Source: an optimization exercise on an open RTL-to-GDS flow (aim: small area and a short achievable clock period). Production flows keep margins and buffers that such runs may drop.
No functional check of the RTL was part of this run.
Power figures rest on the tool's default switching activity, not on a simulated workload.

**design/flow/design.v**
```verilog
package cache_pkg;
  parameter ADDR_WIDTH      = 40;  
  parameter DATA_WIDTH      = 64;  
  parameter CACHE_SIZE      = 64;  
  parameter CACHE_WAY_N     = 4;
  parameter CACHE_WAY_IDX_W = $clog2(CACHE_WAY_N);
  parameter CACHE_BANK_N    = 8;
  parameter LINE_SIZE       = 512;   
  parameter CACHE_BANK_W    = 64;
  parameter CACHE_SET_N     = CACHE_SIZE*1024/(LINE_SIZE/8)/CACHE_WAY_N;
  parameter BYTE_OFFSET     = $clog2(DATA_WIDTH/8);   
  parameter BANK_OFFSET     = $clog2(CACHE_BANK_N);       
  parameter LINE_OFFSET     = $clog2(LINE_SIZE/8);   
  parameter LINE_ADDR_WIDTH = ADDR_WIDTH-LINE_OFFSET;    
  parameter CACHE_IDX_W     = $clog2(CACHE_SET_N);
  parameter CACHE_TAG_PA_W  = ADDR_WIDTH-LINE_OFFSET-CACHE_IDX_W;
  parameter BANK_LSB        = BYTE_OFFSET;
  parameter BANK_MSB        = BYTE_OFFSET+BANK_OFFSET-1;
  parameter IDX_LSB         = LINE_OFFSET;
  parameter IDX_MSB         = IDX_LSB+CACHE_IDX_W-1;
  parameter TAG_LSB         = IDX_MSB+1;
  parameter TAG_MSB         = ADDR_WIDTH-1;
  typedef struct packed {
    logic   dirty;
    logic   valid;
    logic[CACHE_TAG_PA_W-1:0] addr;
  } cache_tag_t;
  parameter CACHE_TAG_W = CACHE_TAG_PA_W+2;   
  parameter TAG_ECC_W   = 7;                  
  parameter BANK_ECC_W  = 8;                  
  localparam logic [511:0] COL = {
    8'h0e, 8'h1c, 8'h38, 8'h70, 8'he0, 8'hc1, 8'h83, 8'h07,
    8'h16, 8'h2c, 8'h58, 8'hb0, 8'h61, 8'hc2, 8'h85, 8'h0b,
    8'h26, 8'h4c, 8'h98, 8'h31, 8'h62, 8'hc4, 8'h89, 8'h13,
    8'h46, 8'h8c, 8'h19, 8'h32, 8'h64, 8'hc8, 8'h91, 8'h23,
    8'h86, 8'h0d, 8'h1a, 8'h34, 8'h68, 8'hd0, 8'ha1, 8'h4a,
    8'h94, 8'h29, 8'h52, 8'ha4, 8'h49, 8'h92, 8'h25, 8'h3e,
    8'hf8, 8'hc7, 8'hf1, 8'h7c, 8'h3d, 8'hf4, 8'he9, 8'ha7,
    8'h43, 8'hdc, 8'hb9, 8'he6, 8'h9b, 8'h6e, 8'hec, 8'h3b};
  localparam logic [255:0] CORRECTABLE =
    256'h01723b51589307d6238512fa8d377a7c38134536936c77ceed567a7a3ece6881;
  typedef enum logic[1:0] {BYTE, HALFWORD, WORD, DWORD} inst_size_t;
  parameter LOAD_ALIGN_W = 26;
  function automatic logic[LOAD_ALIGN_W-1:0] load_align_gen(logic[2:0]  addr_offset,
                                                 logic       inst_signed,
                                                 logic[1:0]  inst_size);
    logic[LOAD_ALIGN_W-1:0] a;
    logic[2:0]   first;   
    logic[2:0]   last;    
    first = (inst_size == 2'd0) ? addr_offset :
            (inst_size == 2'd1) ? {addr_offset[2:1], 1'b0} :
            (inst_size == 2'd2) ? {addr_offset[2], 2'b0} : 3'd0;
    last  = first | ((inst_size == 2'd0) ? 3'd0 :
                     (inst_size == 2'd1) ? 3'd1 :
                     (inst_size == 2'd2) ? 3'd3 : 3'd7);
    for (int i=0; i<8; i++) begin
      a[i] = (first == i);
      a[18+i]  = inst_signed & (inst_size != 2'd3) & (last == i);
    end
    for (int i=0; i<4; i++) begin
      a[8+i] = (inst_size != 2'd0) & (first == 2*i);
    end
    a[12] = inst_size[1] & (first == 3'd0);
    a[13] = inst_size[1] & (first == 3'd4);
    a[14]    = (inst_size == 2'd3);
    a[15]     = (inst_size == 2'd0);
    a[16]    = ~inst_size[1];
    a[17]    = (inst_size != 2'd3);
    load_align_gen = a;
  endfunction
  function automatic logic[63:0] load_align_apply(logic[LOAD_ALIGN_W-1:0] a, logic[63:0] d);
    logic       ext;
    logic[7:0]  b0, b1;
    logic[15:0] b23;
    ext = 1'b0;
    b0  = 8'b0;
    b1  = 8'b0;
    for (int i=0; i<8; i++) begin
      ext = ext | (a[18+i] & d[8*i+7]);
      b0  = b0 | ({8{a[i]}} & d[8*i +: 8]);
    end
    for (int i=0; i<4; i++) begin
      b1 = b1 | ({8{a[8+i]}} & d[16*i+8 +: 8]);
    end
    b1  = b1 | {8{a[15] & ext}};
    b23 = ({16{a[12]}} & d[31:16]) | ({16{a[13]}} & d[63:48]) |
          {16{a[16] & ext}};
    load_align_apply = {({32{a[14]}} & d[63:32]) | {32{a[17] & ext}}, b23, b1, b0};
  endfunction
  function automatic logic[63:0] load_data_gen(logic[2:0]  addr_offset,
                                               logic       inst_signed,
                                               logic[1:0]  inst_size,
                                               logic[63:0] data_in);
    logic[63:0] data_gen;
    unique case(inst_size)
      2'd0: begin   
        unique case(addr_offset)
          3'h0: data_gen = {{56{data_in[7]  & inst_signed}}, data_in[7:0]};
          3'h1: data_gen = {{56{data_in[15] & inst_signed}}, data_in[15:8]};
          3'h2: data_gen = {{56{data_in[23] & inst_signed}}, data_in[23:16]};
          3'h3: data_gen = {{56{data_in[31] & inst_signed}}, data_in[31:24]};
          3'h4: data_gen = {{56{data_in[39] & inst_signed}}, data_in[39:32]};
          3'h5: data_gen = {{56{data_in[47] & inst_signed}}, data_in[47:40]};
          3'h6: data_gen = {{56{data_in[55] & inst_signed}}, data_in[55:48]};
          3'h7: data_gen = {{56{data_in[63] & inst_signed}}, data_in[63:56]};
          default: data_gen = 64'b0;
        endcase
      end
      2'd1: begin   
        unique case(addr_offset[2:1])
          2'h0: data_gen = {{48{data_in[15] & inst_signed}}, data_in[15:0]};
          2'h1: data_gen = {{48{data_in[31] & inst_signed}}, data_in[31:16]};
          2'h2: data_gen = {{48{data_in[47] & inst_signed}}, data_in[47:32]};
          2'h3: data_gen = {{48{data_in[63] & inst_signed}}, data_in[63:48]};
          default: data_gen = 64'b0;
        endcase
      end
      2'd2: begin   
        unique case(addr_offset[2])
          1'b0: data_gen = {{32{data_in[31] & inst_signed}}, data_in[31:0]};
          1'b1: data_gen = {{32{data_in[63] & inst_signed}}, data_in[63:32]};
          default: data_gen = 64'b0;
        endcase
      end
      2'd3: begin   
        data_gen = data_in;
      end
      default: data_gen = 64'b0;
    endcase
    load_data_gen = data_gen;
  endfunction
endpackage
module oh_logic_mux #(
  parameter NUM   = 0,
  parameter WIDTH = 0
)(
  input  logic[NUM-1:0]    oh_sel_i,
  input  logic[NUM-1:0][WIDTH-1:0] data_i,
  output logic[WIDTH-1:0]  data_o
);
  logic[WIDTH-1:0][NUM-1:0] matrix;
  generate
    for(genvar i=0; i<WIDTH; i++) begin: g_matrix_i
      for(genvar j=0; j<NUM; j++) begin: g_matrix_j
        assign matrix[i][j] = data_i[j][i];
      end
      assign data_o[i] = |(oh_sel_i & matrix[i]);
    end
  endgenerate
endmodule
module tag_req_syndrome(
  input  logic[25:0]  req_tag_i,
  output logic[5:0]   syndrome_o
);
  assign syndrome_o[0] = req_tag_i[0]^req_tag_i[1]^req_tag_i[3]^req_tag_i[4]^req_tag_i[6]^req_tag_i[8]^req_tag_i[10]^req_tag_i[11]^req_tag_i[13]^req_tag_i[15]^req_tag_i[17]^req_tag_i[19]^req_tag_i[21]^req_tag_i[23]^req_tag_i[25];
  assign syndrome_o[1] = req_tag_i[0]^req_tag_i[2]^req_tag_i[3]^req_tag_i[5]^req_tag_i[6]^req_tag_i[9]^req_tag_i[10]^req_tag_i[12]^req_tag_i[13]^req_tag_i[16]^req_tag_i[17]^req_tag_i[20]^req_tag_i[21]^req_tag_i[24]^req_tag_i[25];
  assign syndrome_o[2] = req_tag_i[1]^req_tag_i[2]^req_tag_i[3]^req_tag_i[7]^req_tag_i[8]^req_tag_i[9]^req_tag_i[10]^req_tag_i[14]^req_tag_i[15]^req_tag_i[16]^req_tag_i[17]^req_tag_i[22]^req_tag_i[23]^req_tag_i[24]^req_tag_i[25];
  assign syndrome_o[3] = req_tag_i[4]^req_tag_i[5]^req_tag_i[6]^req_tag_i[7]^req_tag_i[8]^req_tag_i[9]^req_tag_i[10]^req_tag_i[18]^req_tag_i[19]^req_tag_i[20]^req_tag_i[21]^req_tag_i[22]^req_tag_i[23]^req_tag_i[24]^req_tag_i[25];
  assign syndrome_o[4] = req_tag_i[11]^req_tag_i[12]^req_tag_i[13]^req_tag_i[14]^req_tag_i[15]^req_tag_i[16]^req_tag_i[17]^req_tag_i[18]^req_tag_i[19]^req_tag_i[20]^req_tag_i[21]^req_tag_i[22]^req_tag_i[23]^req_tag_i[24]^req_tag_i[25];
  assign syndrome_o[5] = 1'b0;
endmodule
module sec_ded_decoder_28(
  input  logic[27:0]  data_i,
  input  logic[6:0]   ecc_i,
  input  logic[25:0]  req_tag_i,
  input  logic[5:0]   req_syndrome_i,   
  output logic        hit_o,           
  output logic        valid_o,         
  output logic        dirty_o,         
  output logic        single_error_o,
  output logic        double_error_o
);
  logic[5:0]  syndrome;
  logic[5:0]  sigma;
  logic       parity_bit;
  logic[25:0] diff;
  logic       diff_zero;
  logic       diff_one;
  logic       sigma_flips_addr;
  logic       hit_parity_ok;
  logic       hit_parity_fail;
  assign syndrome[0] = ecc_i[0]^data_i[0]^data_i[1]^data_i[3]^data_i[4]^data_i[6]^data_i[8]^data_i[10]^data_i[11]^data_i[13]^data_i[15]^data_i[17]^data_i[19]^data_i[21]^data_i[23]^data_i[25]^data_i[26];
  assign syndrome[1] = ecc_i[1]^data_i[0]^data_i[2]^data_i[3]^data_i[5]^data_i[6]^data_i[9]^data_i[10]^data_i[12]^data_i[13]^data_i[16]^data_i[17]^data_i[20]^data_i[21]^data_i[24]^data_i[25]^data_i[27];
  assign syndrome[2] = ecc_i[2]^data_i[1]^data_i[2]^data_i[3]^data_i[7]^data_i[8]^data_i[9]^data_i[10]^data_i[14]^data_i[15]^data_i[16]^data_i[17]^data_i[22]^data_i[23]^data_i[24]^data_i[25];
  assign syndrome[3] = ecc_i[3]^data_i[4]^data_i[5]^data_i[6]^data_i[7]^data_i[8]^data_i[9]^data_i[10]^data_i[18]^data_i[19]^data_i[20]^data_i[21]^data_i[22]^data_i[23]^data_i[24]^data_i[25];
  assign syndrome[4] = ecc_i[4]^data_i[11]^data_i[12]^data_i[13]^data_i[14]^data_i[15]^data_i[16]^data_i[17]^data_i[18]^data_i[19]^data_i[20]^data_i[21]^data_i[22]^data_i[23]^data_i[24]^data_i[25];
  assign syndrome[5] = ecc_i[5]^data_i[26]^data_i[27];
  assign parity_bit = (^data_i) ^ (^ecc_i);
  assign single_error_o = parity_bit;
  assign double_error_o = ~parity_bit & (syndrome != 0);
  assign valid_o = data_i[26] ^ (parity_bit & (syndrome == 6'd33));
  assign dirty_o = data_i[27] ^ (parity_bit & (syndrome == 6'd34));
  assign sigma[0] = req_syndrome_i[0] ^ ecc_i[0] ^ data_i[26];
  assign sigma[1] = req_syndrome_i[1] ^ ecc_i[1] ^ data_i[27];
  assign sigma[2] = req_syndrome_i[2] ^ ecc_i[2];
  assign sigma[3] = req_syndrome_i[3] ^ ecc_i[3];
  assign sigma[4] = req_syndrome_i[4] ^ ecc_i[4];
  assign sigma[5] = req_syndrome_i[5] ^ ecc_i[5] ^ data_i[26] ^ data_i[27];
  assign sigma_flips_addr = (sigma[5] == 1'b0) & (sigma[4:0] != 5'd0) &
                            (sigma[4:0] != 5'd1) & (sigma[4:0] != 5'd2) &
                            (sigma[4:0] != 5'd4) & (sigma[4:0] != 5'd8) &
                            (sigma[4:0] != 5'd16);
  assign diff = data_i[25:0] ^ req_tag_i;
  one_hot_26 u_one_hot(
    .d_i    (diff),
    .zero_o (diff_zero),
    .one_o  (diff_one)
  );
  assign hit_parity_ok   = diff_zero & data_i[26];
  assign hit_parity_fail = (diff_zero & ~sigma_flips_addr & (data_i[26] ^ (sigma == 6'd33))) |
                           (diff_one & (sigma == 6'd0) & data_i[26]);
  assign hit_o = parity_bit ? hit_parity_fail : hit_parity_ok;
endmodule
module one_hot_26(
  input  logic[25:0]  d_i,
  output logic        zero_o,
  output logic        one_o
);
  logic[27:0] d;
  logic[6:0]  any4, two4;
  logic       two_groups;
  assign d = {2'b00, d_i};
  for (genvar g=0; g<7; g++) begin: g_group
    logic a, b, c, e;
    assign {e, c, b, a} = d[4*g +: 4];
    assign any4[g] = a | b | c | e;
    assign two4[g] = (a & b) | (c & e) | ((a | b) & (c | e));
  end
  logic any_lo, any_hi, two_lo, two_hi;
  assign any_lo = any4[0] | any4[1] | any4[2];
  assign any_hi = any4[3] | any4[4] | any4[5] | any4[6];
  assign two_lo = (any4[0] & any4[1]) | (any4[2] & (any4[0] | any4[1]));
  assign two_hi = (any4[3] & any4[4]) | (any4[5] & any4[6]) |
                  ((any4[3] | any4[4]) & (any4[5] | any4[6]));
  assign two_groups = two_lo | two_hi | (any_lo & any_hi);
  assign zero_o = ~|any4;
  assign one_o  = |any4 & ~|two4 & ~two_groups;
endmodule
module sec_ded_daec_decoder_64(
  input  logic[63:0]  data_i,
  input  logic[7:0]   ecc_i,
  output logic[7:0]   syndrome_o,
  output logic        uncorrectable_error_o
);
  logic[7:0]  syndrome;
  assign syndrome[0] = ecc_i[0]^data_i[0]^data_i[3]^data_i[5]^data_i[7]^data_i[8]^data_i[9]^data_i[11]^data_i[13]^data_i[14]^data_i[17]^data_i[19]^data_i[22]^data_i[25]^data_i[30]^data_i[32]^data_i[33]^data_i[37]^data_i[40]^data_i[41]^data_i[44]^data_i[48]^data_i[49]^data_i[51]^data_i[56]^data_i[57]^data_i[58];
  assign syndrome[1] = ecc_i[1]^data_i[0]^data_i[2]^data_i[3]^data_i[4]^data_i[7]^data_i[8]^data_i[14]^data_i[16]^data_i[18]^data_i[21]^data_i[24]^data_i[29]^data_i[31]^data_i[32]^data_i[36]^data_i[39]^data_i[40]^data_i[43]^data_i[47]^data_i[48]^data_i[50]^data_i[55]^data_i[56]^data_i[57]^data_i[63];
  assign syndrome[2] = ecc_i[2]^data_i[1]^data_i[2]^data_i[4]^data_i[6]^data_i[8]^data_i[10]^data_i[11]^data_i[12]^data_i[14]^data_i[16]^data_i[17]^data_i[20]^data_i[23]^data_i[28]^data_i[30]^data_i[31]^data_i[35]^data_i[38]^data_i[39]^data_i[42]^data_i[46]^data_i[47]^data_i[49]^data_i[54]^data_i[55]^data_i[56]^data_i[62]^data_i[63];
  assign syndrome[3] = ecc_i[3]^data_i[0]^data_i[1]^data_i[2]^data_i[3]^data_i[5]^data_i[6]^data_i[9]^data_i[11]^data_i[12]^data_i[15]^data_i[16]^data_i[19]^data_i[22]^data_i[24]^data_i[27]^data_i[29]^data_i[30]^data_i[34]^data_i[37]^data_i[38]^data_i[41]^data_i[45]^data_i[46]^data_i[48]^data_i[53]^data_i[54]^data_i[61]^data_i[62]^data_i[63];
  assign syndrome[4] = ecc_i[4]^data_i[0]^data_i[3]^data_i[5]^data_i[6]^data_i[10]^data_i[11]^data_i[12]^data_i[13]^data_i[15]^data_i[16]^data_i[18]^data_i[21]^data_i[23]^data_i[26]^data_i[28]^data_i[29]^data_i[33]^data_i[36]^data_i[37]^data_i[40]^data_i[44]^data_i[45]^data_i[52]^data_i[53]^data_i[55]^data_i[60]^data_i[61]^data_i[62];
  assign syndrome[5] = ecc_i[5]^data_i[0]^data_i[1]^data_i[2]^data_i[4]^data_i[5]^data_i[8]^data_i[9]^data_i[10]^data_i[11]^data_i[12]^data_i[13]^data_i[15]^data_i[16]^data_i[17]^data_i[20]^data_i[22]^data_i[25]^data_i[27]^data_i[28]^data_i[32]^data_i[35]^data_i[36]^data_i[43]^data_i[44]^data_i[47]^data_i[51]^data_i[52]^data_i[54]^data_i[59]^data_i[60]^data_i[61];
  assign syndrome[6] = ecc_i[6]^data_i[1]^data_i[2]^data_i[4]^data_i[6]^data_i[7]^data_i[9]^data_i[10]^data_i[12]^data_i[13]^data_i[14]^data_i[15]^data_i[19]^data_i[21]^data_i[24]^data_i[26]^data_i[27]^data_i[34]^data_i[35]^data_i[39]^data_i[42]^data_i[43]^data_i[46]^data_i[50]^data_i[51]^data_i[53]^data_i[58]^data_i[59]^data_i[60];
  assign syndrome[7] = ecc_i[7]^data_i[1]^data_i[3]^data_i[4]^data_i[5]^data_i[6]^data_i[8]^data_i[9]^data_i[10]^data_i[13]^data_i[14]^data_i[15]^data_i[18]^data_i[20]^data_i[23]^data_i[25]^data_i[26]^data_i[31]^data_i[33]^data_i[34]^data_i[38]^data_i[41]^data_i[42]^data_i[45]^data_i[49]^data_i[50]^data_i[52]^data_i[57]^data_i[58]^data_i[59];
  assign syndrome_o = syndrome;
  assign uncorrectable_error_o = ~cache_pkg::CORRECTABLE[syndrome];
endmodule
module daec_correct_64(
  input  logic[63:0]  data_i,
  input  logic[7:0]   syndrome_i,
  output logic[63:0]  corrected_data_o
);
  logic[63:0] error_mask;
  generate
    for(genvar k=0; k<64; k++) begin: g_mask
      if (k == 0) begin: g_lo
        assign error_mask[k] = (syndrome_i == cache_pkg::COL[(k)*8 +: 8]) |
                               (syndrome_i == (cache_pkg::COL[(k)*8 +: 8] ^ cache_pkg::COL[(k+1)*8 +: 8]));
      end else if (k == 63) begin: g_hi
        assign error_mask[k] = (syndrome_i == cache_pkg::COL[(k)*8 +: 8]) |
                               (syndrome_i == (cache_pkg::COL[(k-1)*8 +: 8] ^ cache_pkg::COL[(k)*8 +: 8]));
      end else begin: g_mid
        assign error_mask[k] = (syndrome_i == cache_pkg::COL[(k)*8 +: 8]) |
                               (syndrome_i == (cache_pkg::COL[(k)*8 +: 8] ^ cache_pkg::COL[(k+1)*8 +: 8])) |
                               (syndrome_i == (cache_pkg::COL[(k-1)*8 +: 8] ^ cache_pkg::COL[(k)*8 +: 8]));
      end
    end
  endgenerate
  assign corrected_data_o = data_i ^ error_mask;
endmodule
import cache_pkg::*;
module dcache_hit_path(
    input  logic                              clk,
    input  logic [CACHE_TAG_PA_W-1:0]         req_tag_i,       
    input  logic [BYTE_OFFSET-1:0]            req_offset_i,    
    input  logic [1:0]                        req_size_i,      
    input  logic                              req_signed_i,
    input  logic [CACHE_WAY_N*CACHE_TAG_W-1:0]  tag_i,
    input  logic [CACHE_WAY_N*TAG_ECC_W-1:0]    tag_ecc_i,
    input  logic [CACHE_WAY_N*CACHE_BANK_W-1:0] data_i,
    input  logic [CACHE_WAY_N*BANK_ECC_W-1:0]   data_ecc_i,
    output logic                              hit_o,
    output logic [CACHE_WAY_N-1:0]            hit_way_o,
    output logic [CACHE_WAY_N-1:0]            way_valid_o,
    output logic [CACHE_WAY_N-1:0]            way_dirty_o,
    output logic [CACHE_TAG_W-1:0]            hit_tag_o,
    output logic [CACHE_WAY_N-1:0]            tag_single_err_o,
    output logic [CACHE_WAY_N-1:0]            tag_double_err_o,
    output logic [CACHE_WAY_N-1:0]            data_uncorr_err_o,
    output logic [DATA_WIDTH-1:0]             load_data_o
);
  logic [CACHE_WAY_N-1:0][CACHE_BANK_W-1:0] data_rd;
  logic [CACHE_WAY_N-1:0][BANK_ECC_W-1:0]   data_syndrome;
  logic [5:0]              req_tag_syndrome;
  logic [CACHE_WAY_N-1:0]  cache_line_valid;
  logic [CACHE_WAY_N-1:0]  cache_line_dirty;
  logic [CACHE_WAY_N-1:0]  tag_single_error;
  logic [CACHE_WAY_N-1:0]  tag_double_error;
  logic [CACHE_WAY_N-1:0]  data_uncorrectable_error;
  logic [CACHE_WAY_N-1:0]  cache_hit_way_tc0;
  logic [CACHE_BANK_W-1:0] hit_data_raw;
  logic [BANK_ECC_W-1:0]   hit_data_syndrome;
  logic [CACHE_BANK_W-1:0] cache_hit_data;
  logic [DATA_WIDTH-1:0]   load_data;
  logic [CACHE_WAY_N-1:0]    cache_hit_way_r;
  logic [CACHE_WAY_N-1:0]    cache_line_valid_r;
  logic [CACHE_WAY_N-1:0]    cache_line_dirty_r;
  logic [CACHE_WAY_N-1:0]    tag_single_error_r;
  logic [CACHE_WAY_N-1:0]    tag_double_error_r;
  logic [CACHE_WAY_N-1:0]    data_uncorrectable_error_r;
  logic [CACHE_TAG_PA_W-1:0] req_tag_r;
  logic [CACHE_BANK_W-1:0]   hit_data_raw_r;
  logic [BANK_ECC_W-1:0]     hit_data_syndrome_r;
  logic [LOAD_ALIGN_W-1:0]   load_align;
  logic [LOAD_ALIGN_W-1:0]   load_align_r;
  assign data_rd = data_i;
  tag_req_syndrome u_req_syndrome(
    .req_tag_i  (req_tag_i),
    .syndrome_o (req_tag_syndrome)
  );
  generate
    for(genvar i=0; i<CACHE_WAY_N; i++) begin: g_way
      sec_ded_decoder_28 u_tag_ecc_decoder(
        .data_i         (tag_i[i*CACHE_TAG_W +: CACHE_TAG_W]),
        .ecc_i          (tag_ecc_i[i*TAG_ECC_W +: TAG_ECC_W]),
        .req_tag_i      (req_tag_i),
        .req_syndrome_i (req_tag_syndrome),
        .hit_o          (cache_hit_way_tc0[i]),
        .valid_o        (cache_line_valid[i]),
        .dirty_o        (cache_line_dirty[i]),
        .single_error_o (tag_single_error[i]),
        .double_error_o (tag_double_error[i])
      );
      sec_ded_daec_decoder_64 u_data_ecc_decoder(
        .data_i                (data_rd[i]),
        .ecc_i                 (data_ecc_i[i*BANK_ECC_W +: BANK_ECC_W]),
        .syndrome_o            (data_syndrome[i]),
        .uncorrectable_error_o (data_uncorrectable_error[i])
      );
    end
  endgenerate
  oh_logic_mux #(
    .NUM(CACHE_WAY_N),
    .WIDTH(CACHE_BANK_W)
  ) data_oh_logic_mux(
    .oh_sel_i(cache_hit_way_tc0),
    .data_i(data_rd),
    .data_o(hit_data_raw)
  );
  oh_logic_mux #(
    .NUM(CACHE_WAY_N),
    .WIDTH(BANK_ECC_W)
  ) syndrome_oh_logic_mux(
    .oh_sel_i(cache_hit_way_tc0),
    .data_i(data_syndrome),
    .data_o(hit_data_syndrome)
  );
  always_ff @(posedge clk) begin
    cache_hit_way_r            <= cache_hit_way_tc0;
    cache_line_valid_r         <= cache_line_valid;
    cache_line_dirty_r         <= cache_line_dirty;
    tag_single_error_r         <= tag_single_error;
    tag_double_error_r         <= tag_double_error;
    data_uncorrectable_error_r <= data_uncorrectable_error;
    req_tag_r                  <= req_tag_i;
    hit_data_raw_r             <= hit_data_raw;
    hit_data_syndrome_r        <= hit_data_syndrome;
    load_align_r               <= load_align;
  end
  daec_correct_64 u_data_correct(
    .data_i           (hit_data_raw_r),
    .syndrome_i       (hit_data_syndrome_r),
    .corrected_data_o (cache_hit_data)
  );
  assign load_align = cache_pkg::load_align_gen(req_offset_i, req_signed_i, req_size_i);
  assign load_data  = cache_pkg::load_align_apply(load_align_r, cache_hit_data);
  assign hit_o             = |cache_hit_way_r;
  assign hit_way_o         = cache_hit_way_r;
  assign way_valid_o       = cache_line_valid_r;
  assign way_dirty_o       = cache_line_dirty_r;
  assign hit_tag_o         = {|(cache_hit_way_r & cache_line_dirty_r), hit_o,
                              req_tag_r & {CACHE_TAG_PA_W{hit_o}}};
  assign tag_single_err_o  = tag_single_error_r;
  assign tag_double_err_o  = tag_double_error_r;
  assign data_uncorr_err_o = data_uncorrectable_error_r;
  assign load_data_o       = load_data;
endmodule
```
**design/flow/flow/run.sh**
```bash
#!/bin/bash
# The standard layout with two changes:
#  - plain buffers on the ports instead of the delay-cell buffers that
#    buffer_ports picks by default;
#  - the three-input XOR/XNOR cells and the four-input OR cells are kept out
#    of synthesis: the parity trees then map onto faster and smaller
#    two-input XOR/XNOR cells, and the wide ORs onto faster NAND/NOR forms.
set -euo pipefail
DU="$(make -s -C "$FLOW_HOME" DESIGN_CONFIG="$PWD/config.mk" WORK_HOME="$PWD/orfs" print-DONT_USE_CELLS 2>/dev/null | sed -n 's/^DONT_USE_CELLS: //p')"
test -n "$DU"
for c in xnor3_1 xnor3_2 xnor3_4 xor3_1 xor3_2 xor3_4 \
         or4_1 or4_2 or4_4 or4b_1 or4b_2 or4b_4 or4bb_1 or4bb_2 or4bb_4; do
  DU="$DU sky130_fd_sc_hd__$c"
done
bash standard.sh \
  "DONT_USE_CELLS=$DU" \
  "BUFFER_PORTS_ARGS=-buffer_cell sky130_fd_sc_hd__buf_1" \
  finish > standard_make.log 2>&1
```
**design/flow/standard.sh**
```bash
#!/bin/bash
# synth_recipe.tcl (not shown) runs the flow's synth.tcl, then flattens the netlist and writes it again
# the make line also repeats each setting of config.mk as NAME=value (left out here)
make -C /OpenROAD-flow-scripts/flow DESIGN_CONFIG=/design/flow/config.mk WORK_HOME=/design/flow/orfs CLKGATE_MAP_FILE= SYNTH_SCRIPT=/design/flow/synth_recipe.tcl "${@:-finish}"
```
**design/flow/config.mk**
```make
export PLATFORM = sky130hd
export DESIGN_NAME = dcache_hit_path
export DESIGN_NICKNAME = dcache_hit_path
export VERILOG_FILES = /design/flow/design.v
export SDC_FILE = /design/flow/constraint.sdc
export NUM_CORES = 4
export LEC_CHECK = 0
export CAP_MARGIN = 20
export CORE_MARGIN = 2
export CORE_UTILIZATION = 50
export SETUP_SLACK_MARGIN = 2.4
export SLEW_MARGIN = 20
export TNS_END_PERCENT = 10
```
**design/flow/constraint.sdc**
```tcl
create_clock -name core_clock -period 6.5 [get_ports {clk}]
set_input_delay 1.3000 -clock core_clock [delete_from_list [all_inputs] [get_ports {clk}]]
set_output_delay 1.3000 -clock core_clock [all_outputs]
set_load 0.01 [all_outputs]
```
==> summary.txt <==
status=timing/DRC/antenna clean; register share of total power=0.088; overall die width=~210 um; Post-Syn Nets=3,229; GRT Residual Overflow=0; Setup WS pre-CTS=1.20 ns; first-pass GRT wire length=159,000 um; Power Total=between 10 and 15 mW; Starting DRT DRC Count=3,678; Final setup viols=0; initial antenna violation count=16; Die Y-Extent=209 um; ratio of cells with drive above 1 in the final layout=0.132; crit start category=register; setup TNS=0 ns; die area=43,800 sq um; fin util=0.638; prevailing post-synth register cell=dfxtp_1; most frequent cells in the layout=xnor2_1, buf_1, nand2_1; max cap viols=0; ANT nets after route=0; sequential-to-total area share from yosys stat=0.141; Inserted Clock Buffers=17; worst slew pin tran=1.17 ns; Mean Syn Cell Area=7.66 sq um; most common cell after layout, fill and taps aside=xnor2_1; TritonCTS Sinks=148; Mapped Cells=2,752; Distinct cells, synth=80; static leakage=10.1 nW; crit path DAT=roughly 3.1 ns; Critical Path Sink Type=output pin; Peak VDD IR=between 300 and 400 uV; wire length per cell=29.2 um; clock root buffer=clkbuf_16; PwrDens=436 nW/um^2; synthesized area=21,100 sq um; Achievable Freq=226 MHz; Hold Crit Class=input port to register; CTS Buffer Depth=2; via count=around 25,000; asr flop ratio synth=0; synth warn=1; final hold vios=0; post-synthesis register bit count=roughly 150; critical-path maximum fanout=8; Hold-fix buffers, CTS=0; max-slew violation count=0; Starting Density=0.505; vias in the first global route=about 24,000; fin crit share=0.680; I/O pin cnt=slightly below 600; number of synthesized flops with an enable pin=0; fin cells=3,960; Final GP Congestion=1.09; CTS tree=done; Sw Share=0.526; Min Clock Period, post-route=4.42 ns; Int Pwr=5.51 mW; Clk pwr share=0.101; largest net degree at the start of global routing=74; combinational group share of total power=0.811; RSZ-0062 raised after global routing=yes; H-tree Lvls=4; overall global routing resource usage=0.502; final WL=between 100,000 and 150,000 um; # rows=75; Required @ worst endpoint=5.20 ns; Area Overhead vs Synth=26.4%; iteration count of the initial detailed-routing pass=9; drt via density=6.26; critical path class=register to output pin; hpwl dp=slightly above 90,000 um; Inst Count DP=3,825; setup ws final=2.08 ns; NumNets Final=between 3,000 and 4,000; fill cell total of the finished layout=3,694; NetSw=6.10 mW; clock-pin transition on the worst setup and hold timing paths=0.06 ns; Slew Limit Headroom=0.220; Core ar.=41,800 sq um; # DRC=0; port buffer count=577
==> per-layer routing <==
layer / wire length (um) / global-route usage
met2: 49100 / 0.781
met3: 15000 / 0.152
met4: 12400 / 0.432
met5: 83 / 0
met1: 38900 / 0.562
==> state kept, by name, summed over array words and instances, names as in the netlist <==
| name | cells |
|---|---|
| hit_data_syndrome_r | 8 |
| cache_hit_way_r | 4 |
| data_uncorrectable_error_r | 4 |
| hit_data_raw_r | 64 |
| tag_single_error_r | 4 |
| load_align_r | 26 |
| cache_line_dirty_r | 4 |
| cache_line_valid_r | 4 |
| req_tag_r | 26 |
| tag_double_error_r | 4 |
==> logic make-up after synthesis <==
logic type,after synthesis,share of synthesized area
AND/OR/NAND/NOR,799,0.169
AO/OA/AOI/OAI,447,0.159
adder cells (fa/ha/maj),24,0.0134
multiplexers,19,0.0104
flip-flops,148,0.141
XOR/XNOR,1089,0.457
buffers and inverters,226,0.0503
==> what timing repair did <==
action	4_1_cts	5_1_grt
buffers inserted	30	56
endpoints found under the setup margin	144	143
gates cloned	3	4
resized for setup	108	171
pin swaps	15	33
==> worst max-delay path, cell delays in order (launching register included) <==
cell,delay [ns]
dfxtp_4,0.36
nand2b_4,0.18
buf_4,0.15
nor3_4,0.15
a21oi_2,0.10
nor4_4,0.22
xor2_2,0.34
a22oi_1,0.17
and3_4,0.21
nor2b_4,0.19
bufbuf_16,0.31
a21o_1,0.10
buf_1,0.17
==> power by group through the flow <==
stage	clock [mW]	combinational (mW)	sequential, mW
global placement	0	8.06	1.04
CTS	1.17	8.29	1.02
floorplan	0	6.00	1.05
detailed placement	0	8.19	1.04
global route	1.20	9.94	1.03
finish	1.17	9.41	1.02
==> final timing paths <==
kind / to / cells after the start / slack (ns) / from
worst max-delay path: load_data_o[60] / 12 / 2.08 / hit_data_syndrome_r[0]
worst min-delay path: req_tag_r[16] / 1 / 1.09 / req_tag_i[16]
==> final cells by class <==
cell class                      instances  area (sq um)  share of cell area
Antenna cell                           11          27.5             0.00103
Multi-Input combinational cell       2379         18100               0.678
Clock inverter                          8           170             0.00639
Clock buffer                           23           498              0.0187
Sequential cell                       148          2990               0.112
Tap cell                              539           674              0.0253
Inverter                              101           394              0.0148
Timing Repair Buffer                  751          3810               0.143
==> through the flow <==
stage          hold slack, ns  area, sq um
6_report                 1.09        26600
5_1_grt                  1.09        26600
4_1_cts                  1.08        25400
3_5_place_dp             1.60        23900
3_3_place_gp             1.59        23900
2_1_floorplan            1.33        21100
==> synthesized netlist by cell type, drive strengths merged, types with 8 or more instances <==
library cell,instances,area (sq um)
o21ai,70,350
mux2i,13,130
xor2,220,1930
nand4,18,113
nand2,414,1550
buf,60,437
a211oi,11,82.6
dfxtp,148,2960
a2111oi,8,76.3
nor2,114,428
nor3,51,267
nand2b,23,144
o22ai,18,113
o211ai,17,133
o2111ai,81,709
inv,97,364
maj3,8,81.3
a22oi,54,405
a221o,18,180
nand3b,12,90.1
nand3,73,365
xnor2,869,7700
a21o,35,263
clkbuf,65,244
nor2b,42,263
and2,16,100
a221oi,18,170
ha,16,200
a31oi,12,75.1
a21oi,52,260

## static timing again, ports no longer ideal
In the flow no input, the clock included, has a driving cell. The finished layout below was timed again as built, in two steps. Step 1 assumes that a clkbuf_16 drives the clock port and a buf_2 every other input. Step 2 times the ports against the registers' clock, not the clock port: input delays grow and output delays shrink by t, the midpoint of the rising clock arrivals with the driver on. Three values: ideal, step 1, step 2; two values: the first two.
t, ns: 0.532
setup slack, ns: 2.080 / 2.020 / 1.646
latest minus earliest clock arrival (ns): 0.011 / 0.011
worst slew at a driven data input, ns: 0.14
After both steps this run still meets setup and hold. The setup slack of this run moves by -0.060 ns with the drivers and by -0.434 ns with both steps.
